Source: an optimization exercise on an open RTL-to-GDS flow (aim: small area, a short achievable clock period and few clock cycles). Production flows keep margins and buffers that such runs may drop. At most, simulation tests tie the RTL to the original design; equivalence was not proved. The RTL of runs 2 and 3 was laid out without a check of its function. Power is estimated from default activity; no workload was simulated.

**flow/design.v**
```verilog
`timescale 1ns/1ns
module Riscv_core
    (
        input                   clk,
        input                   rst_n,
        output  [13:0]          rom_addr,    
        input   [31:0]          inst,
        output  [31:0]          dmem_addr,   
        input   [31:0]          dmem_rdata,  
        output  [31:0]          dmem_wdata,  
        output  [3:0]           dmem_wmask   
    );
    integer     k;
    reg  [31:2] pc_f;
    reg         d_valid;
    reg  [31:0] d_ir;
    reg  [31:2] d_pc;
    reg  [31:2] e_pc;
    reg         e_pred;      
    reg         e_next;      
    reg         e_skip;      
    reg  [31:0] e_a, e_b, e_imm;
    reg  [4:0]  e_rd;
    reg  [2:0]  e_f3;
    reg         e_alt;       
    reg         e_use_b;     
    reg         e_wen, e_aluop, e_load, e_store, e_branch, e_jal, e_jalr;
    reg         e_lui, e_auipc, e_mul, e_div;
    reg  [31:0] m_val, m_wdata;
    reg  [4:0]  m_rd;
    reg  [2:0]  m_f3;
    reg         m_wen, m_load, m_neg;
    reg  [3:0]  m_wmask;
    reg  [31:0] rf [1:31];
    wire [31:0] op2   = e_use_b ? e_b : e_imm;
    wire        sub   = e_branch | (e_aluop & ((e_use_b & e_alt & (e_f3 == 3'b000)) |
                                               (e_f3 == 3'b010) | (e_f3 == 3'b011)));
    wire [32:0] sum   = {1'b0, e_a} + {1'b0, op2 ^ {32{sub}}} + {32'd0, sub};
    wire        ltu   = ~sum[32];
    wire        lts   = (e_a[31] != op2[31]) ? e_a[31] : sum[31];
    wire        eq    = (e_a == e_b);
    wire        sh_left = ~e_f3[2];
    wire        sh_fill = e_alt & e_f3[2] & e_a[31];
    reg  [31:0] sh_v, sh_out;
    always @(*) begin
        for (k = 0; k < 32; k = k + 1) sh_v[k] = sh_left ? e_a[31-k] : e_a[k];
        if (op2[4]) sh_v = {{16{sh_fill}}, sh_v[31:16]};
        if (op2[3]) sh_v = {{8{sh_fill}},  sh_v[31:8]};
        if (op2[2]) sh_v = {{4{sh_fill}},  sh_v[31:4]};
        if (op2[1]) sh_v = {{2{sh_fill}},  sh_v[31:2]};
        if (op2[0]) sh_v = {sh_fill,       sh_v[31:1]};
        for (k = 0; k < 32; k = k + 1) sh_out[k] = sh_left ? sh_v[31-k] : sh_v[k];
    end
    reg  [31:0] alu_out;
    always @(*) begin
        case (e_f3)
            3'b000: alu_out = sum[31:0];
            3'b001: alu_out = sh_out;
            3'b010: alu_out = {31'd0, lts};
            3'b011: alu_out = {31'd0, ltu};
            3'b100: alu_out = e_a ^ op2;
            3'b101: alu_out = sh_out;
            3'b110: alu_out = e_a | op2;
            default: alu_out = e_a & op2;
        endcase
    end
    wire [31:2] pc4    = e_pc + 30'd1;
    wire [31:2] e_tgt  = e_pc + e_imm[31:2];
    wire        br_c   = e_f3[2] ? (e_f3[1] ? ltu : lts) : eq;
    wire        taken  = e_branch & (br_c ^ e_f3[0]);
    wire        d_fp;
    wire        kill   = taken & e_skip & ~d_fp;
    wire        redirect = e_jalr | (e_branch & ~e_next & ~kill & (taken ^ e_pred));
    wire [31:2] redirect_pc = e_jalr ? sum[31:2] : e_pred ? pc4 : e_tgt;
    reg  [31:0] e_res;
    always @(*) begin
        if (e_jal | e_jalr)  e_res = {pc4, 2'b00};
        else if (e_lui)      e_res = e_imm;
        else if (e_auipc)    e_res = {e_tgt, 2'b00};
        else if (e_aluop)    e_res = alu_out;
        else                 e_res = sum[31:0];       
    end
    reg  [4:0]  md_cnt;
    wire        m_sa = (e_f3[1:0] == 2'b01) | (e_f3[1:0] == 2'b10);    
    wire        m_sb = (e_f3[1:0] == 2'b01);                            
    reg  [33:0] mh;            
    reg  [23:0] ml;            
    reg         mprev;         
    wire        m_last3 = (md_cnt[1:0] == 2'd3);
    wire        m_top  = m_last3 & ~m_sb & e_b[7];
    reg         m_sw;
    wire [41:0] m_as   = m_sw ? {{10{m_sb & e_b[31]}}, e_b} : {{10{m_sa & e_a[31]}}, e_a};
    wire [8:0]  m_bits = m_sw ? {e_a[7:0], 1'b0} : {e_b[7:0], mprev};
    reg  [41:0] m_row [0:3];
    reg  [41:0] m_x;
    reg         m_one, m_two, m_ng;
    reg  [41:0] m_sel;
    always @(*) begin
        m_x = m_top ? {m_as[33:0], 8'd0} : 42'd0;
        for (k = 0; k < 4; k = k + 1) begin
            m_one = m_bits[2*k+1] ^ m_bits[2*k];
            m_two = (m_bits[2*k+2] & ~m_bits[2*k+1] & ~m_bits[2*k]) |
                    (~m_bits[2*k+2] & m_bits[2*k+1] & m_bits[2*k]);
            m_ng  = m_bits[2*k+2];
            m_sel = ({42{m_one}} & m_as) | ({42{m_two}} & {m_as[40:0], 1'b0});
            m_row[k] = (m_sel ^ {42{m_ng}}) << (2 * k);
            m_x[2*k] = m_ng;
        end
    end
    wire [41:0] m_hin  = {{8{mh[33]}}, mh};
    wire [41:0] m_s1 = m_hin ^ m_row[0] ^ m_row[1];
    wire [41:0] m_c1 = {(m_hin[40:0] & m_row[0][40:0]) | (m_hin[40:0] & m_row[1][40:0]) |
                        (m_row[0][40:0] & m_row[1][40:0]), 1'b0};
    wire [41:0] m_s2 = m_row[2] ^ m_row[3] ^ m_x;
    wire [41:0] m_c2 = {(m_row[2][40:0] & m_row[3][40:0]) | (m_row[2][40:0] & m_x[40:0]) |
                        (m_row[3][40:0] & m_x[40:0]), 1'b0};
    wire [41:0] m_s3 = m_s1 ^ m_c1 ^ m_s2;
    wire [41:0] m_c3 = {(m_s1[40:0] & m_c1[40:0]) | (m_s1[40:0] & m_s2[40:0]) |
                        (m_c1[40:0] & m_s2[40:0]), 1'b0};
    wire [41:0] m_s4 = m_s3 ^ m_c3 ^ m_c2;
    wire [41:0] m_c4 = {(m_s3[40:0] & m_c3[40:0]) | (m_s3[40:0] & m_c2[40:0]) |
                        (m_c3[40:0] & m_c2[40:0]), 1'b0};
    wire [41:0] m_sum  = m_s4 + m_c4;
    wire        m_rest = (e_b[31:7] == 25'd0) | (m_sb & (e_b[31:7] == {25{1'b1}}));
    wire        m_afit = (e_a[31:7] == 25'd0) | (m_sa & (e_a[31:7] == {25{1'b1}}));
    wire        m_swap = e_mul & (md_cnt == 5'd0) & ~m_rest & m_afit;
    wire        mul_end = m_last3 | m_rest | m_sw;
    wire [63:0] m_ext = {{22{m_sum[41]}}, m_sum};
    reg  [63:0] m_p;
    always @(*) begin
        case (md_cnt[1:0] & {2{~m_sw}})
            2'd0:    m_p = m_ext;
            2'd1:    m_p = {m_ext[55:0], ml[23:16]};
            2'd2:    m_p = {m_ext[47:0], ml[23:8]};
            default: m_p = {m_ext[39:0], ml};
        endcase
    end
    wire [31:0] mul_out = (e_f3[1:0] == 2'b00) ? m_p[31:0] : m_p[63:32];
    wire        d_signed = ~e_f3[0];
    wire        d_na  = d_signed & e_a[31];
    wire        d_nb  = d_signed & e_b[31];
    wire        d_bz  = (e_b == 32'd0);
    wire [31:0] d_ca  = d_na ? ~e_a : e_a;
    wire [31:0] d_cb  = d_nb ? ~e_b : e_b;
    wire [5:0]  d_lza, d_lzb;
    Lzc32 u_lza (.v(d_ca), .lz(d_lza));
    Lzc32 u_lzb (.v(d_cb), .lz(d_lzb));
    wire [6:0]  d_nq  = {1'b0, d_lzb} - {1'b0, d_lza} + (d_na ? 7'd2 : 7'd1);
    wire        d_b1  = (e_b == 32'd1) | (d_nb & (e_b == 32'hffffffff));
    wire [4:0]  d_n   = (~d_nq[6] & (d_nq[5:0] > 6'd32)) ? 5'd16 :
                        d_nq[6] ? 5'd0 : (d_nq[5:0] + 6'd1) >> 1;
    reg  [31:0] d_r, d_q;
    reg  [4:0]  d_left;
    reg         d_zero, d_one;       
    wire [63:0] d_rot = {d_q, d_q} >> {d_left[3:0], 1'b0};
    reg  [31:0] d_r0, d_q0;
    always @(*) begin
        for (k = 0; k < 32; k = k + 1) begin
            d_r0[k] = (k < 32 - 2 * d_left) ? d_rot[k] : 1'b0;
            d_q0[k] = (k < 32 - 2 * d_left) ? 1'b0 : d_rot[k];
        end
    end
    wire [32:0] d_nd = d_nb ? {1'b1, e_b} : {1'b1, ~e_b};
    reg  [31:0] d_r1, d_q1;
    reg  [32:0] d_t, d_diff;
    always @(*) begin
        d_r1 = d_r;
        d_q1 = d_q;
        for (k = 0; k < 2; k = k + 1) begin
            d_t    = {d_r1, d_q1[31]};
            d_diff = d_t + d_nd + {32'd0, ~d_nb};
            d_q1   = {d_q1[30:0], ~d_diff[32]};
            d_r1   = d_diff[32] ? d_t[31:0] : d_diff[31:0];
        end
    end
    wire        d_short = (d_left == 5'd0) | d_zero | d_one;
    wire [31:0] d_sq    = d_zero ? 32'hffffffff : d_one ? d_q : 32'd0;
    wire [31:0] d_sr    = d_one ? 32'd0 : d_q;
    wire [31:0] div_out = d_c1 ? (e_f3[1] ? d_sr : d_sq) : (e_f3[1] ? d_r1 : d_q1);
    wire        div_neg = e_f3[1] ? d_na : ((d_na ^ d_nb) & ~d_bz);
    wire        d_c0 = (md_cnt == 5'd0);
    wire        d_c1 = (md_cnt == 5'd1);
    wire        e_done = ~(e_mul | e_div) | (e_mul & mul_end) |
                         (e_div & ~d_c0 & (d_c1 ? d_short : (d_left == 5'd1)));
    always @(posedge clk or negedge rst_n) begin
        if (!rst_n)
            md_cnt <= 5'd0;
        else if (e_done)
            md_cnt <= 5'd0;
        else
            md_cnt <= md_cnt + 5'd1;
    end
    wire        m_go = e_mul & ~e_done;
    always @(posedge clk) begin
        mh    <= (m_go & ~m_swap) ? m_sum[41:8] : 34'd0;
        m_sw  <= m_swap;
        ml    <= {m_sum[7:0], ml[23:8]};
        mprev <= m_go & e_b[7];
        if (d_c0) begin
            d_q    <= d_na ? -e_a : e_a;
            d_left <= d_n;
            d_zero <= d_bz;
            d_one  <= d_b1;
        end else if (d_c1) begin
            d_r    <= d_r0;
            d_q    <= d_q0;
        end else begin
            d_r    <= d_r1;
            d_q    <= d_q1;
            d_left <= d_left - 5'd1;
        end
    end
    assign dmem_addr  = m_val;
    assign dmem_wdata = m_wdata;
    assign dmem_wmask = m_wmask;
    reg  [3:0]  wmask;
    always @(*) begin
        case (e_f3[1:0])
            2'b00:   wmask = 4'b0001 << sum[1:0];
            2'b01:   wmask = sum[1] ? 4'b1100 : 4'b0011;
            default: wmask = 4'b1111;
        endcase
    end
    reg  [7:0]  ld_b;
    reg  [15:0] ld_h;
    reg  [31:0] ld_data;
    always @(*) begin
        case (m_val[1:0])
            2'b00: ld_b = dmem_rdata[7:0];
            2'b01: ld_b = dmem_rdata[15:8];
            2'b10: ld_b = dmem_rdata[23:16];
            default: ld_b = dmem_rdata[31:24];
        endcase
        ld_h = m_val[1] ? dmem_rdata[31:16] : dmem_rdata[15:0];
        case (m_f3[1:0])
            2'b00:   ld_data = {{24{~m_f3[2] & ld_b[7]}}, ld_b};
            2'b01:   ld_data = {{16{~m_f3[2] & ld_h[15]}}, ld_h};
            default: ld_data = dmem_rdata;
        endcase
    end
    wire [31:0] wb = m_load ? ld_data : m_neg ? -m_val : m_val;
    always @(posedge clk) begin
        if (m_wen)
            rf[m_rd] <= wb;
    end
    always @(posedge clk or negedge rst_n) begin
        if (!rst_n) begin
            m_wen   <= 1'b0;
            m_load  <= 1'b0;
            m_wmask <= 4'b0000;
        end else begin
            m_wen   <= e_done & e_wen;
            m_load  <= e_done & e_load;
            m_wmask <= (e_done & e_store) ? wmask : 4'b0000;
        end
    end
    always @(posedge clk) begin
        m_val   <= e_mul ? mul_out : e_div ? div_out : e_res;
        m_neg   <= e_div & div_neg;
        m_rd    <= e_rd;
        m_f3    <= e_f3;
        case (e_f3[1:0])
            2'b00:   m_wdata <= {4{e_b[7:0]}};
            2'b01:   m_wdata <= {2{e_b[15:0]}};
            default: m_wdata <= e_b;
        endcase
    end
    wire [6:0]  op   = d_ir[6:0];
    wire [4:0]  rs1  = d_ir[19:15];
    wire [4:0]  rs2  = d_ir[24:20];
    wire [4:0]  rd   = d_ir[11:7];
    wire        d_r_type  = (op == 7'b0110011);
    wire        d_i_alu   = (op == 7'b0010011);
    wire        d_ld      = (op == 7'b0000011);
    wire        d_st      = (op == 7'b0100011);
    wire        d_br      = (op == 7'b1100011);
    wire        d_jal     = (op == 7'b1101111);
    wire        d_jalr    = (op == 7'b1100111);
    wire        d_lui     = (op == 7'b0110111);
    wire        d_auipc   = (op == 7'b0010111);
    wire        d_m       = d_r_type & d_ir[25];
    reg  [31:0] d_imm;
    always @(*) begin
        if (d_st)
            d_imm = {{20{d_ir[31]}}, d_ir[31:25], d_ir[11:7]};
        else if (d_br)
            d_imm = {{20{d_ir[31]}}, d_ir[7], d_ir[30:25], d_ir[11:8], 1'b0};
        else if (d_jal)
            d_imm = {{12{d_ir[31]}}, d_ir[19:12], d_ir[20], d_ir[30:21], 1'b0};
        else if (d_lui | d_auipc)
            d_imm = {d_ir[31:12], 12'd0};
        else
            d_imm = {{20{d_ir[31]}}, d_ir[31:20]};
    end
    wire        use1 = ~(d_lui | d_auipc | d_jal);
    wire        use2 = d_r_type | d_st | d_br;
    wire        e_late = e_load | e_mul | e_div;
    wire        hazard = d_valid & ~kill & e_wen & e_late &
                         ((use1 & (rs1 == e_rd)) | (use2 & (rs2 == e_rd)));
    reg  [31:0] rf1, rf2;
    always @(*) begin
        rf1 = 32'd0;
        rf2 = 32'd0;
        for (k = 1; k < 32; k = k + 1) begin
            rf1 = rf1 | ({32{rs1 == k}} & rf[k]);
            rf2 = rf2 | ({32{rs2 == k}} & rf[k]);
        end
    end
    wire        fe1 = e_wen & (e_rd == rs1);
    wire        fe2 = e_wen & (e_rd == rs2);
    wire        fm1 = m_wen & (m_rd == rs1);
    wire        fm2 = m_wen & (m_rd == rs2);
    wire [31:0] rv1 = (rs1 == 5'd0) ? 32'd0 : fe1 ? e_res : fm1 ? wb : rf1;
    wire [31:0] rv2 = (rs2 == 5'd0) ? 32'd0 : fe2 ? e_res : fm2 ? wb : rf2;
    wire        go   = e_done & ~redirect & ~hazard;    
    wire        take = go & d_valid & ~kill;
    wire        d_next = (d_imm == 32'd4);
    wire        d_pred = d_br & d_imm[31];
    assign      d_fp   = d_valid & (d_jal | d_pred);
    assign rom_addr = pc_f[15:2];
    wire        f_jal  = (inst[6:0] == 7'b1101111);
    wire        f_bb   = (inst[6:0] == 7'b1100011) & inst[31];
    wire [31:2] f_tj   = pc_f + {{12{inst[31]}}, inst[19:12], inst[20], inst[30:22]};
    wire [31:2] f_tb   = pc_f + {{20{inst[31]}}, inst[7], inst[30:25], inst[11:9]};
    always @(posedge clk or negedge rst_n) begin
        if (!rst_n) begin
            pc_f     <= 30'd0;
            d_valid  <= 1'b0;
            e_wen    <= 1'b0;
            e_aluop  <= 1'b0;
            e_load   <= 1'b0;
            e_store  <= 1'b0;
            e_branch <= 1'b0;
            e_jal    <= 1'b0;
            e_jalr   <= 1'b0;
            e_lui    <= 1'b0;
            e_auipc  <= 1'b0;
            e_mul    <= 1'b0;
            e_div    <= 1'b0;
        end else if (e_done) begin
            if (redirect) begin
                pc_f    <= redirect_pc;
                d_valid <= 1'b0;
            end else if (~hazard) begin
                pc_f    <= f_jal ? f_tj : f_bb ? f_tb : pc_f + 30'd1;
                d_valid <= 1'b1;
            end
            e_wen    <= take & (rd != 5'd0) &
                        (d_r_type | d_i_alu | d_ld | d_jal | d_jalr | d_lui | d_auipc);
            e_aluop  <= take & ((d_r_type & ~d_ir[25]) | d_i_alu);
            e_load   <= take & d_ld;
            e_store  <= take & d_st;
            e_branch <= take & d_br;
            e_jal    <= take & d_jal;
            e_jalr   <= take & d_jalr;
            e_lui    <= take & d_lui;
            e_auipc  <= take & d_auipc;
            e_mul    <= take & d_m & ~d_ir[14];
            e_div    <= take & d_m & d_ir[14];
        end
    end
    always @(posedge clk) begin
        if (go) begin
            d_ir <= inst;
            d_pc <= pc_f;
        end
        e_pc    <= d_pc;
        e_pred  <= d_pred;
        e_next  <= d_next;
        e_skip  <= (d_imm == 32'd8);
        e_imm   <= d_imm;
        e_alt   <= d_ir[30];
        e_use_b <= d_r_type | d_br;
        if (e_done) begin
            e_a     <= rv1;
            e_b     <= rv2;
            e_rd    <= rd;
            e_f3    <= d_ir[14:12];
        end else if (e_mul & ~m_swap) begin
            e_b     <= {{8{m_sb & e_b[31]}}, e_b[31:8]};
        end
    end
endmodule
module Lzc32
    (
        input  [31:0] v,
        output [5:0]  lz
    );
    wire        z16 = ~|v[31:16];
    wire [15:0] v16 = z16 ? v[15:0] : v[31:16];
    wire        z8  = ~|v16[15:8];
    wire [7:0]  v8  = z8 ? v16[7:0] : v16[15:8];
    wire        z4  = ~|v8[7:4];
    wire [3:0]  v4  = z4 ? v8[3:0] : v8[7:4];
    wire        z2  = ~|v4[3:2];
    wire [1:0]  v2  = z2 ? v4[1:0] : v4[3:2];
    wire        z1  = ~v2[1];
    assign lz = (z16 & z8 & z4 & z2 & ~v2[1] & ~v2[0]) ? 6'd32 : {1'b0, z16, z8, z4, z2, z1};
endmodule
```
**flow/flow/run.sh**
```bash
#!/bin/bash
# Standard layout, with the timing repair aiming for a setup margin and
# ordinary buffers (not delay cells) on the ports.
cp standard.sh standard_sh.txt
cp config.mk config_mk_my.txt
echo "export SETUP_SLACK_MARGIN = 17" >> config.mk
echo "export BUFFER_PORTS_ARGS = -buffer_cell sky130_fd_sc_hd__buf_4" >> config.mk
bash standard.sh > standard.log 2>&1
```
**flow/standard.sh**
```bash
#!/bin/bash
# synth_recipe.tcl (not shown) runs the flow's synth.tcl, then flattens the netlist and writes it again
# the make line also repeats each setting of config.mk as NAME=value (left out here)
make -C /OpenROAD-flow-scripts/flow DESIGN_CONFIG=/design/flow/config.mk WORK_HOME=/design/flow/orfs CLKGATE_MAP_FILE= SYNTH_SCRIPT=/design/flow/synth_recipe.tcl "${@:-finish}"
```
**flow/config.mk**
```make
export PLATFORM = sky130hd
export DESIGN_NAME = Riscv_core
export DESIGN_NICKNAME = Riscv_core
export VERILOG_FILES = /design/flow/design.v
export SDC_FILE = /design/flow/constraint.sdc
export NUM_CORES = 8
export LEC_CHECK = 0
export ABC_AREA = 1
export CAP_MARGIN = 30
export CORE_MARGIN = 2
export CORE_UTILIZATION = 48
export CTS_BUF_LIST = sky130_fd_sc_hd__clkbuf_8
export CTS_CLUSTER_SIZE = 24
export PLACE_DENSITY = 0.64
export SLEW_MARGIN = 20
export SETUP_SLACK_MARGIN = 17
export BUFFER_PORTS_ARGS = -buffer_cell sky130_fd_sc_hd__buf_4
```
**flow/constraint.sdc**
```tcl
create_clock -name core_clock -period 24.0 [get_ports {clk}]
set_input_delay 4.8000 -clock core_clock [delete_from_list [all_inputs] [get_ports {clk}]]
set_output_delay 4.8000 -clock core_clock [all_outputs]
set_load 0.01 [all_outputs]
```
==> run_results.csv, run 1 <==
group,metric,value,unit
sta,drv_slew,0,
sta,finalCriticalPeriod,7.116,ns
hold_path,hold_class,"reg2reg",
power,peakVddDrop,0.2476,mV
die,die_area,198000,µm²
yosys,synth_edf_count,1165,
yosys,yosys.area.top_type,"edfxtp_1",
placement,preCtsSetupSlack,15.08,ns
global_routing,grt_use_total,47.85,%
yosys,syn_nets,11620,
placement,gp_congestion,1.085,
cts,cts_buffers,278,
sta,clock.fmax,140.5,MHz
cts,clockRootBuffer,"clkbuf_8",
yosys,ys_seq_area_share,43.88,%
die,num_rows,161,
global_routing,grt_first_pass_wirelength,668400,µm
global_routing,grt_max_degree,80,
die,core_area,192800,µm²
finish,nets,12000,
yosys,ys_types,75,
sta,finClkSkew,0.1041,ns
global_routing,antenna_found_initial,56,
critical_path,crit_fanout,6,
global_routing,grt-ovfl-total,0,
placement,numPortBuffers,147,
cts,htreeDepth,5,
finish,utilization,55.31,%
sta,finalSetupTns,0,ns
yosys,yosys-top-cells-count,"nand2_1 (2493), inv_1 (1266), edfxtp_1 (1165)",
critical_path,crit_path_end_kind,"register",
global_routing,first_global_vias,87100,
critical_path,worstPathArrival,8.12,ns
yosys,synth_top_area_share,37.48,%
drt,wl_per_cell,34.38,µm
yosys,avgSynthCellArea,8.403,µm²
finish,final_area,106600,µm²
yosys,ys_top_cells_by_area,"edfxtp_1 (37%), nand2_1 (10%), inv_1 (5.1%), o21ai_0 (5.0%), dfxtp_1 (5.0%)",
sta,relSlewSlack,11.89,%
run,cap_violations,0,
yosys,synthCells,11110,
yosys,yosys_warnings,2,
die,io_pins,148,
power,power_leakage,44.02,nW
critical_path,worstSetupPathType,"in2reg",
status,status,"timing/DRC/antenna clean",
sta,rsz0062_at_grt,"true",
sta,period_share,29.65,%
power,power_density,154.4,nW/µm²
die,die_width,445.0,µm
cts,cts_tree,"built",
yosys,synth_top_flop_cell,"edfxtp_1",
drt,drc,0,
yosys,synthArstFlopShare,3.655,%
placement,dp_hpwl,352800,µm
cts,clk_pin_slew,0.06,ns
yosys,yosysMostFrequentCell,"nand2_1",
critical_path,required,25.00,ns
cts,holdBufCountCts,0,
sta,setup_violations,0,
cts,clockBufferDepth,4,
critical_path,critPathLaunchType,"input port",
drt,via_count,94950,
finish,drive_gt1_share,12.29,%
cts,insertion_delay,1.06,ns
die,start_util,48.41,%
drt,drtPass1Iterations,10,
sta,tightestPinTransition,1.308,ns
die,dieHeight,445.0,µm
sta,hold_viol_final,0,
yosys,syn_area,93330,µm²
placement,dpl-instance-area,98670,µm²
cts,numClockSinks,1450,
drt,wirelength,489700,µm
sta,setup_ws,16.88,ns
drt,drtIter0Drc,16840,
yosys,ys_seq_elements,1450,
drt,viasPerCell,6.666,
finish,area_growth,14.24,%
drt,ant_nets,0,
## layout by cell type (no fill, tap or decap), types with 111 or more instances in the layout
cell       count
a21oi_1      550
a221oi_1     217
buf_4        575
clkbuf_8     299
dfxtp_1      229
edfxtp_1    1165
fa_1         146
ha_1         281
inv_1       1306
nand2_1     2460
nand3_1      461
nand4_1      117
nor2_1       623
o2111ai_1    117
o21ai_0      886
o22ai_1      292
xnor2_1      111
xor2_1       320
## path summary, 6_finish.rpt
path / start / to / slack, ns / depth (start not counted)
setup reg to reg: e_b[27] / m_val[31] / 17.06 / 35
max in group asynchronous: rst_n / pc_f[15] / 19.35 / 1
hold / removal: d_pc[17] / e_pc[17] / 0.33 / 0
hold reg to reg: d_pc[17] / e_pc[17] / 0.33 / 0
min in group asynchronous: rst_n / e_mul / 3.89 / 1
setup / recovery: inst[3] / pc_f[25] / 16.88 / 26
## critical path, stage by stage
cell and delay (ns):
buf_8 0.08, nand2_4 0.05, nor4_4 0.30, inv_2 0.15, buf_4 0.18, o21ai_4 0.14
inv_2 0.07, ha_1 0.28, nand3_1 0.09, nand2_1 0.10, nand2_1 0.06, nand2_1 0.08
a21oi_2 0.07, o21ai_2 0.17, inv_1 0.08, o21a_4 0.24, o21ai_4 0.17, a21boi_2 0.10
o21ai_2 0.17, a21boi_2 0.10, o21bai_1 0.19, xor2_1 0.16, nand2_1 0.07, nand2_1 0.09
nand2_1 0.05, nand2_1 0.06
## area by class of cell
| cell class | instances | area (µm²) |
|---|---|---|
| antenna | 34 | 85.08 |
| clock buffer | 298 | 4101 |
| timing repair inverter | 3 | 16.27 |
| timing repair buffer | 656 | 5482 |
| inverter | 1313 | 5037 |
| fill | 17780 | 86160 |
| clock inverter | 172 | 998.5 |
| tap | 2526 | 3161 |
| sequential | 1450 | 40960 |
| multi-input combinational | 7792 | 46780 |
## through the flow
stage	std cells	total power [W]	hold slack, ns
floorplan	11110	0.009143	0.3233
global placement	13550	0.01302	0.3242
detailed placement	13580	0.01301	0.3269
CTS	14100	0.01571	0.3380
global route	14220	0.01714	0.3409
finish	14240	0.01646	0.3323
## what timing repair did
action / in CTS / in global routing
buffers inserted: 53 / 73
pin swaps: 19 / 56
gates cloned: 6 / 6
gates resized for setup: 128 / 166
setup endpoints to repair: 210 / 210
## layer usage
metal  global-route usage (%)  up-vias  share of wire [%]
met5                    1.123        -               0.12
met1                    58.61    45090                 34
met2                    68.60     8260                 41
li1                         -    39520                  -
met4                    35.29       38                9.1
met3                    17.89     2049                 15
## power breakdown
group / internal [W] / leakage [nW] / switching (W)
clock: 0.00125 / 2.89 / 0.00116
sequential: 0.00319 / 13.4 / 0.000331
combinational: 0.00317 / 27.8 / 0.00736
## state kept, by name, summed over array words and instances, names as in the netlist, 24 cells and up
register,flops
rf,992
mh,34
d_ir,32
d_q,32
d_r,32
e_a,32
e_b,32
e_imm,32
m_val,32
m_wdata,32
d_pc,30
e_pc,30
pc_f,30
ml,24
## cells by family (layout without fill, tap and decap cells)
logic type               after synthesis  after routing  share of synthesized area [%]
AND/OR/NAND/NOR                     4057           4060                          18.01
adder cells (fa/ha/maj)              443            443                          7.129
other                                  0             34                              0
AO/OA/AOI/OAI                       2766           2766                          18.20
flip-flops                          1450           1450                          43.88
buffers and inverters               1868           2442                          7.715
multiplexers                          73             73                         0.7829
XOR/XNOR                             450            450                          4.279
Testbench counts, summed over its fixed seeds: cycles 33,706.
==> run 2: changes to the inputs <==
--- a/flow/design.v
+++ b/flow/design.v
@@ -316,12 +316,11 @@
     wire        take = go & d_valid & ~kill;
     wire        d_next = (d_imm == 32'd4);
     wire        d_pred = d_br & d_imm[31];
-    assign      d_fp   = d_valid & (d_jal | d_pred);
+    wire [31:2] d_tgt  = d_pc + d_imm[31:2];
+    assign      d_fp   = d_valid & d_jal;
     assign rom_addr = pc_f[15:2];
     wire        f_jal  = (inst[6:0] == 7'b1101111);
-    wire        f_bb   = (inst[6:0] == 7'b1100011) & inst[31];
     wire [31:2] f_tj   = pc_f + {{12{inst[31]}}, inst[19:12], inst[20], inst[30:22]};
-    wire [31:2] f_tb   = pc_f + {{20{inst[31]}}, inst[7], inst[30:25], inst[11:9]};
     always @(posedge clk or negedge rst_n) begin
         if (!rst_n) begin
             pc_f     <= 30'd0;
@@ -342,8 +341,13 @@
                 pc_f    <= redirect_pc;
                 d_valid <= 1'b0;
             end else if (~hazard) begin
-                pc_f    <= f_jal ? f_tj : f_bb ? f_tb : pc_f + 30'd1;
-                d_valid <= 1'b1;
+                if (d_valid & d_pred & ~kill) begin
+                    pc_f    <= d_tgt;
+                    d_valid <= 1'b0;
+                end else begin
+                    pc_f    <= f_jal ? f_tj : pc_f + 30'd1;
+                    d_valid <= 1'b1;
+                end
             end
             e_wen    <= take & (rd != 5'd0) &
                         (d_r_type | d_i_alu | d_ld | d_jal | d_jalr | d_lui | d_auipc);
--- a/flow/config.mk
+++ b/flow/config.mk
@@ -8,10 +8,10 @@
 export ABC_AREA = 1
 export CAP_MARGIN = 30
 export CORE_MARGIN = 2
-export CORE_UTILIZATION = 48
+export CORE_UTILIZATION = 45
 export CTS_BUF_LIST = sky130_fd_sc_hd__clkbuf_8
 export CTS_CLUSTER_SIZE = 24
-export PLACE_DENSITY = 0.64
+export PLACE_DENSITY = 0.6
 export SLEW_MARGIN = 20
 export SETUP_SLACK_MARGIN = 17
 export BUFFER_PORTS_ARGS = -buffer_cell sky130_fd_sc_hd__buf_4
==> run_results.csv, run 2 <==
group,metric,value,unit
power,power_leakage,45.74,nW
yosys,ys_types,73,
yosys,yosys.area.top_type,"edfxtp_1",
placement,gp_congestion,1.080,
drt,wl_per_cell,34.82,µm
power,peakVddDrop,0.5335,mV
yosys,synth_edf_count,1165,
die,num_rows,169,
sta,rsz0062_at_grt,"true",
yosys,synthArstFlopShare,3.655,%
drt,wirelength,521500,µm
power,power_density,160.7,nW/µm²
critical_path,crit_fanout,27,
cts,insertion_delay,1.09,ns
sta,finalCriticalPeriod,7.059,ns
sta,relSlewSlack,8.953,%
drt,via_count,99130,
die,die_area,216000,µm²
yosys,avgSynthCellArea,8.275,µm²
yosys,yosys_warnings,2,
die,start_util,45.18,%
yosys,synthCells,11540,
placement,dp.cells,14330,
cts,cts_tree,"built",
yosys,syn_nets,12080,
yosys,ys_top_cells_by_area,"edfxtp_1 (37%), nand2_1 (10%), inv_1 (5.6%), o21ai_0 (5.1%), dfxtp_1 (4.9%)",
power,power_frac_comb,66.6,%
finish,nets,12480,
critical_path,critPathLaunchType,"input port",
cts,clockRootBuffer,"clkbuf_8",
critical_path,r2r_cells,26,
cts,clk_pin_slew,0.06,ns
critical_path,worstSetupPathType,"in2reg",
global_routing,grt_first_pass_wirelength,708000,µm
critical_path,endpoint,"e_a[13]",
critical_path,slowest_stage,"nand2_1",
sta,clock.fmax,141.7,MHz
finish,top_register,"rf",
yosys,synth_top_flop_cell,"edfxtp_1",
global_routing,grt-ovfl-total,0,
cts,numClockSinks,1450,
yosys,synth_top_area_share,36.62,%
sta,finClkSkew,0.1263,ns
cts,htreeDepth,5,
die,dieHeight,464.7,µm
cts,clockBufferDepth,4,
critical_path,max_stage_delay,0.55,ns
placement,dp_hpwl,360100,µm
finish,area_growth,14.92,%
critical_path,worstPathArrival,7.77,ns
cts,cts_buffers,279,
sta,setup_violations,0,
drt,drc,0,
placement,numPortBuffers,147,
finish,largest_reg_flops,992,
global_routing,grt_use_total,46.51,%
power,power.total,0.01764,W
critical_path,r2r_end,"m_val[13]",
die,io_pins,148,
sta,drv_slew,0,
status,status,"timing/DRC/antenna clean",
power,swShare,54.02,%
power,pwr-share-seq,19.8,%
yosys,yosysMostFrequentCell,"nand2_1",
yosys,syn_area,95520,µm²
hold_path,hold_class,"reg2reg",
finish,final_common_cell,"nand2_1",
power,clockPowerShare,13.5,%
run,cap_violations,0,
hold_path,min_path_cells,0,
sta,whs,0.3517,ns
power,internal_power,0.008110,W
drt,drtIter0Drc,16940,
finish,utilization,51.91,%
critical_path,reg2reg_slack,17.08,ns
global_routing,antenna_found_initial,56,
critical_path,required,24.71,ns
drt,drtPass1Iterations,10,
global_routing,first_global_vias,91720,
sta,hold_viol_final,0,
sta,period_share,29.41,%
die,core_area,211500,µm²
yosys,yosys-top-cells-count,"nand2_1 (2583), inv_1 (1419), edfxtp_1 (1165)",
drt,viasPerCell,6.619,
sta,tightestPinTransition,1.331,ns
critical_path,crit_path_end_kind,"register",
critical_path,cp_common_cell,"nand2_1",
critical_path,startpoint,"dmem_rdata[7]",
finish,top_regs,"rf (992), mh (34)",
sta,finalSetupTns,0,ns
die,die_width,464.7,µm
yosys,ys_seq_elements,1450,
global_routing,grt_max_degree,70,
finish,layout.cells.non_filler,14980,
finish,layout_common_cells,"nand2_1 (2528), inv_1 (1451), edfxtp_1 (1165)",
finish,drive_gt1_share,12.50,%
yosys,ys_seq_area_share,42.87,%
drt,ant_nets,0,
critical_path,worstReg2RegStart,"e_b[4]",
critical_path,path_cells,"buf_4, nand2_1, nand4_1, o21ai_0, nor2_1, nand2_2, o2111ai_1, nand2_1, inv_1, buf_16, o21ai_0, nand2_1, nand2_1, a21oi_1",
power,p_sw,0.009529,W
==> run 2: cell types whose count changed after synthesis, sizes merged, moves of 24 or more <==
cell,before,now
a22o,44,20
inv,1287,1441
nand2,2504,2595
o22ai,293,337
ha,295,324
nand3,471,528
==> run 2: worst min-delay path by stage <==
stage,startpoint,endpoint,slack (ns)
after floorplan,ml[16],ml[8],0.33
after global placement,ml[16],ml[8],0.34
after detailed placement,ml[16],ml[8],0.34
after CTS,ml[16],ml[8],0.35
after global routing,ml[16],ml[8],0.36
final,ml[16],ml[8],0.35
==> run 2: stage by stage <==
step | area [µm²] | setup WS [ns]
2_1_floorplan | 95640 | 16.30
3_3_place_gp | 101300 | 14.93
3_5_place_dp | 101500 | 14.81
4_1_cts | 107600 | 16.94
5_1_grt | 109700 | 16.91
6_report | 109800 | 16.94
==> run 2: routing by layer <==
| layer | vias up | global-route usage, % | wire (µm) |
|---|---|---|---|
| li1 | 40980 | - | - |
| met1 | 47180 | 56.49 | 183300 |
| met2 | 8577 | 65.19 | 208500 |
| met3 | 2351 | 18.89 | 78230 |
| met4 | 52 | 36.04 | 50550 |
| met5 | - | 0.6016 | 843 |
==> run 2: cell type report <==
class                      count  area [µm²]
multi-input combinational   8061       48820
timing repair buffer         671        5654
clock buffer                 308        4239
antenna                       32       80.08
tap                         2821        3530
fill                       20330      101700
timing repair inverter         5       27.53
sequential                  1450       40960
clock inverter               161       843.3
inverter                    1468        5614
==> run 2: worst max-delay path, delay by kind of cell <==
family / cells / cell delay (ns)
compound gates: 4 / 1.00
buf+inv: 3 / 0.70
simple gates: 7 / 1.27
==> run 2: cells by family (layout without fill, tap and decap cells) <==
kind of cell               after synthesis  count (layout)  synth area share, %
AOI/OAI and AO/OA                     2824            2824                18.25
xor gates and xnor gates               453             453                4.208
other                                    0              32                    0
adders and majority gates              473             473                7.366
buffers and inverters                 2036            2613                8.148
muxes                                   71              71               0.7440
and+or+nand+nor                       4237            4240                18.41
DFF                                   1450            1450                42.87
==> run 2: what timing repair did <==
item | CTS | global route
hold buffers | 0 | 0
setup buffers | 30 | 81
cloned | 10 | 4
gates resized for setup | 157 | 240
pin swaps | 10 | 67
endpoints found under the setup margin | 218 | 217
==> run 2: power by group through the flow <==
stage          Sequential, W  Combinational [W]  Clock, W
6_report             0.00349             0.0118   0.00239
5_1_grt              0.00349             0.0125   0.00247
4_1_cts              0.00348             0.0105   0.00237
3_5_place_dp         0.00353             0.0100         0
3_3_place_gp         0.00353             0.0100         0
2_1_floorplan        0.00338            0.00608         0
==> run 3: changes to the inputs <==
--- a/flow/config.mk
+++ b/flow/config.mk
@@ -8,10 +8,10 @@
 export ABC_AREA = 1
 export CAP_MARGIN = 30
 export CORE_MARGIN = 2
-export CORE_UTILIZATION = 45
+export CORE_UTILIZATION = 40
 export CTS_BUF_LIST = sky130_fd_sc_hd__clkbuf_8
 export CTS_CLUSTER_SIZE = 24
-export PLACE_DENSITY = 0.6
+export PLACE_DENSITY = 0.55
 export SLEW_MARGIN = 20
 export SETUP_SLACK_MARGIN = 17
 export BUFFER_PORTS_ARGS = -buffer_cell sky130_fd_sc_hd__buf_4
==> run_results.csv, run 3 <==
group,metric,value,unit
critical_path,path_cells,"buf_4, nand2_1, nand4_1, o21ai_0, nor2_1, nand2_1, nand3_1, o21ai_2, nor2_4, a32oi_1, inv_1, buf_4, o21ai_1, a21oi_1, nand2_1, nand2_1",
die,start_util,40.20,%
drt,viasPerCell,6.397,
yosys,synthArstFlopShare,3.655,%
finish,largest_reg_flops,992,
placement,numPortBuffers,147,
power,power_frac_comb,66.2,%
sta,relSlewSlack,14.13,%
power,power_density,159.6,nW/µm²
drt,drc,0,
cts,holdBufCountCts,0,
cts,insertion_delay,1.12,ns
finish,final_common_cell,"nand2_1",
hold_path,hold_class,"reg2reg",
sta,drv_slew,0,
yosys,syn_area,95520,µm²
sta,setup_violations,0,
drt,drtPass1Iterations,9,
global_routing,grt_max_degree,75,
placement,dp_hpwl,371900,µm
die,io_pins,148,
finish,nets,12490,
yosys,synthCells,11540,
global_routing,first_global_vias,90690,
yosys,ys_types,73,
critical_path,r2r_end,"m_val[26]",
power,p_sw,0.009616,W
yosys,ys_seq_elements,1450,
critical_path,endpoint,"e_b[26]",
status,status,"timing/DRC/antenna clean",
sta,period_share,29.17,%
yosys,synth_edf_count,1165,
drt,wl_per_cell,34.31,µm
yosys,yosys.area.top_type,"edfxtp_1",
drt,ant_nets,0,
critical_path,worstPathArrival,7.77,ns
power,internal_power,0.007979,W
critical_path,slowest_stage,"a32oi_1",
finish,top_register,"rf",
cts,clockRootBuffer,"clkbuf_8",
finish,top_regs,"rf (992), mh (34)",
critical_path,crit_fanout,32,
drt,wirelength,526200,µm
cts,cts_tree,"built",
power,swShare,54.65,%
cts,htreeDepth,5,
sta,rsz0062_at_grt,"true",
run,cap_violations,0,
critical_path,crit_path_end_kind,"register",
critical_path,cp_common_cell,"nand2_1",
finish,drive_gt1_share,12.51,%
critical_path,cp_num_buf_inv,3,
die,die_area,242700,µm²
cts,clockBufferDepth,4,
yosys,yosysMostFrequentCell,"nand2_1",
yosys,ys_seq_area_share,42.87,%
global_routing,grt_use_total,41.50,%
critical_path,required,24.77,ns
critical_path,startpoint,"dmem_rdata[7]",
cts,clk_pin_slew,0.06,ns
yosys,synth_top_area_share,36.62,%
power,pwr-share-seq,19.9,%
sta,finClkSkew,0.1119,ns
die,dieHeight,492.7,µm
sta,tightestPinTransition,1.288,ns
finish,layout_common_cells,"nand2_1 (2531), inv_1 (1452), edfxtp_1 (1165)",
placement,gp_congestion,1.073,
critical_path,worstSetupPathType,"in2reg",
power,power.total,0.01759,W
sta,finalSetupTns,0,ns
critical_path,max_stage_delay,0.55,ns
finish,nFillCells,23360,
yosys,yosys-top-cells-count,"nand2_1 (2583), inv_1 (1419), edfxtp_1 (1165)",
hold_path,min_from,"ml[16]",
power,power_leakage,45.87,nW
die,num_rows,179,
yosys,synth_top_flop_cell,"edfxtp_1",
critical_path,path_depth,16,
sta,clock.fmax,142.8,MHz
sta,finalCriticalPeriod,7.001,ns
global_routing,antenna_found_initial,55,
sta,whs,0.3655,ns
global_routing,grt_first_pass_wirelength,710600,µm
cts,numClockSinks,1450,
global_routing,grt-ovfl-total,0,
drt,drtIter0Drc,16600,
yosys,syn_nets,12080,
power,clockPowerShare,13.9,%
die,core_area,237600,µm²
critical_path,reg2reg_slack,17.03,ns
yosys,ys_top_cells_by_area,"edfxtp_1 (37%), nand2_1 (10%), inv_1 (5.6%), o21ai_0 (5.1%), dfxtp_1 (4.9%)",
power,peakVddDrop,0.4359,mV
drt,via_count,98110,
cts,cts_buffers,288,
critical_path,worstReg2RegStart,"e_a[6]",
finish,area_growth,15.41,%
critical_path,critPathLaunchType,"input port",
critical_path,r2r_cells,31,
sta,hold_viol_final,0,
die,die_width,492.7,µm
critical_path,path_delay_family,"compound AO/OA/AOI/OAI gates",
yosys,yosys_warnings,2,
yosys,avgSynthCellArea,8.275,µm²
==> run 3: cell counts after synthesis <==
No cell type changed its count.
==> run 3: worst min path at each step <==
stage	end	cells after the start
after floorplan	ml[8]	0
after global placement	ml[8]	0
after detailed placement	ml[8]	0
after CTS	ml[8]	0
after global routing	ml[8]	0
final	ml[8]	0
==> run 3: layout make-up <==
cell class / instances / area, µm² / area share [%]
multi-input cells: 8061 / 48740 / 44.21
flip-flops and latches: 1450 / 40960 / 37.15
repair buffers: 679 / 5685 / 5.157
inverters: 1468 / 5605 / 5.084
clock buffers: 315 / 4335 / 3.932
well taps: 3167 / 3963 / 3.594
clock inverters: 171 / 880.8 / 0.7990
diodes: 23 / 57.56 / 0.05221
repair inverters: 3 / 15.01 / 0.01362
==> run 3: logic make-up (layout without fill, tap and decap cells) <==
group | count (synthesis) | count (layout) | share of synthesized area [%]
simple gates | 4237 | 4240 | 18.41
compound gates | 2824 | 2824 | 18.25
buf+inv | 2036 | 2636 | 8.148
flops | 1450 | 1450 | 42.87
fa+ha+maj | 473 | 473 | 7.366
xor+xnor | 453 | 453 | 4.208
mux | 71 | 71 | 0.7440
other cells | 0 | 23 | 0
==> run 3: timing repair <==
action                                  CTS  global route
pin swaps                                15            54
buffers inserted                         32            82
endpoints found under the setup margin  214           215
gates cloned                              7             8
resized for setup                       144           180
==> run 3: through the flow <==
step	area [µm²]	instances	setup slack, ns	util [%]
floorplan	95640	11540	16.30	-
global placement	101900	14660	15.06	42.89
detailed placement	102200	14690	14.99	43.01
CTS	108400	15220	16.91	45.63
global route	110200	15320	16.89	46.37
finish	110200	15340	17.00	46.39
==> run 3: metal layers <==
metal  vias to the layer above  global-route usage [%]  routed length [µm]
met3                      1938                   13.74               73040
li1                      40980                       -                   -
met4                        40                   28.85               45620
met1                     47160                   52.91              195300
met5                         -                  0.5675                 557
met2                      7989                   59.10              211700
==> run 3: power groups by stage <==
stage / logic, W / registers [W] / clock network, W
final: 0.0117 / 0.00350 / 0.00244
after global routing: 0.0123 / 0.00350 / 0.00255
after CTS: 0.0106 / 0.00349 / 0.00244
after detailed placement: 0.0102 / 0.00354 / 0
after global placement: 0.0102 / 0.00354 / 0
after floorplan: 0.00608 / 0.00338 / 0

==> what the ideal ports hide <==
In the flow no input, the clock included, has a driving cell. The finished layouts below were timed again as built, in two steps.
Step 1, drivers: a clkbuf_16 drives clk and a buf_2 each remaining input, both assumed.
Step 2 moves the port delays by t, midway between the first and last clock arrival at a register: inputs arrive t later, outputs are due t later. That takes back most of the time a late clock gives input paths.
Three values: ideal ports, drivers, drivers and shift; two values: the first two.
run	t (ns)	slack for setup (ns)	hold WS [ns]	worst slew at a driven data input, ns
run 1	1.129	16.884 / 16.930 / 15.801	0.332 / 0.332 / 0.332	0.07
run 2	1.123	16.941 / 16.982 / 15.858	0.352 / 0.352 / 0.352	0.16
run 3	1.137	16.999 / 16.982 / 15.918	0.365 / 0.365 / 0.365	0.05
After both steps every run listed still meets setup and hold.
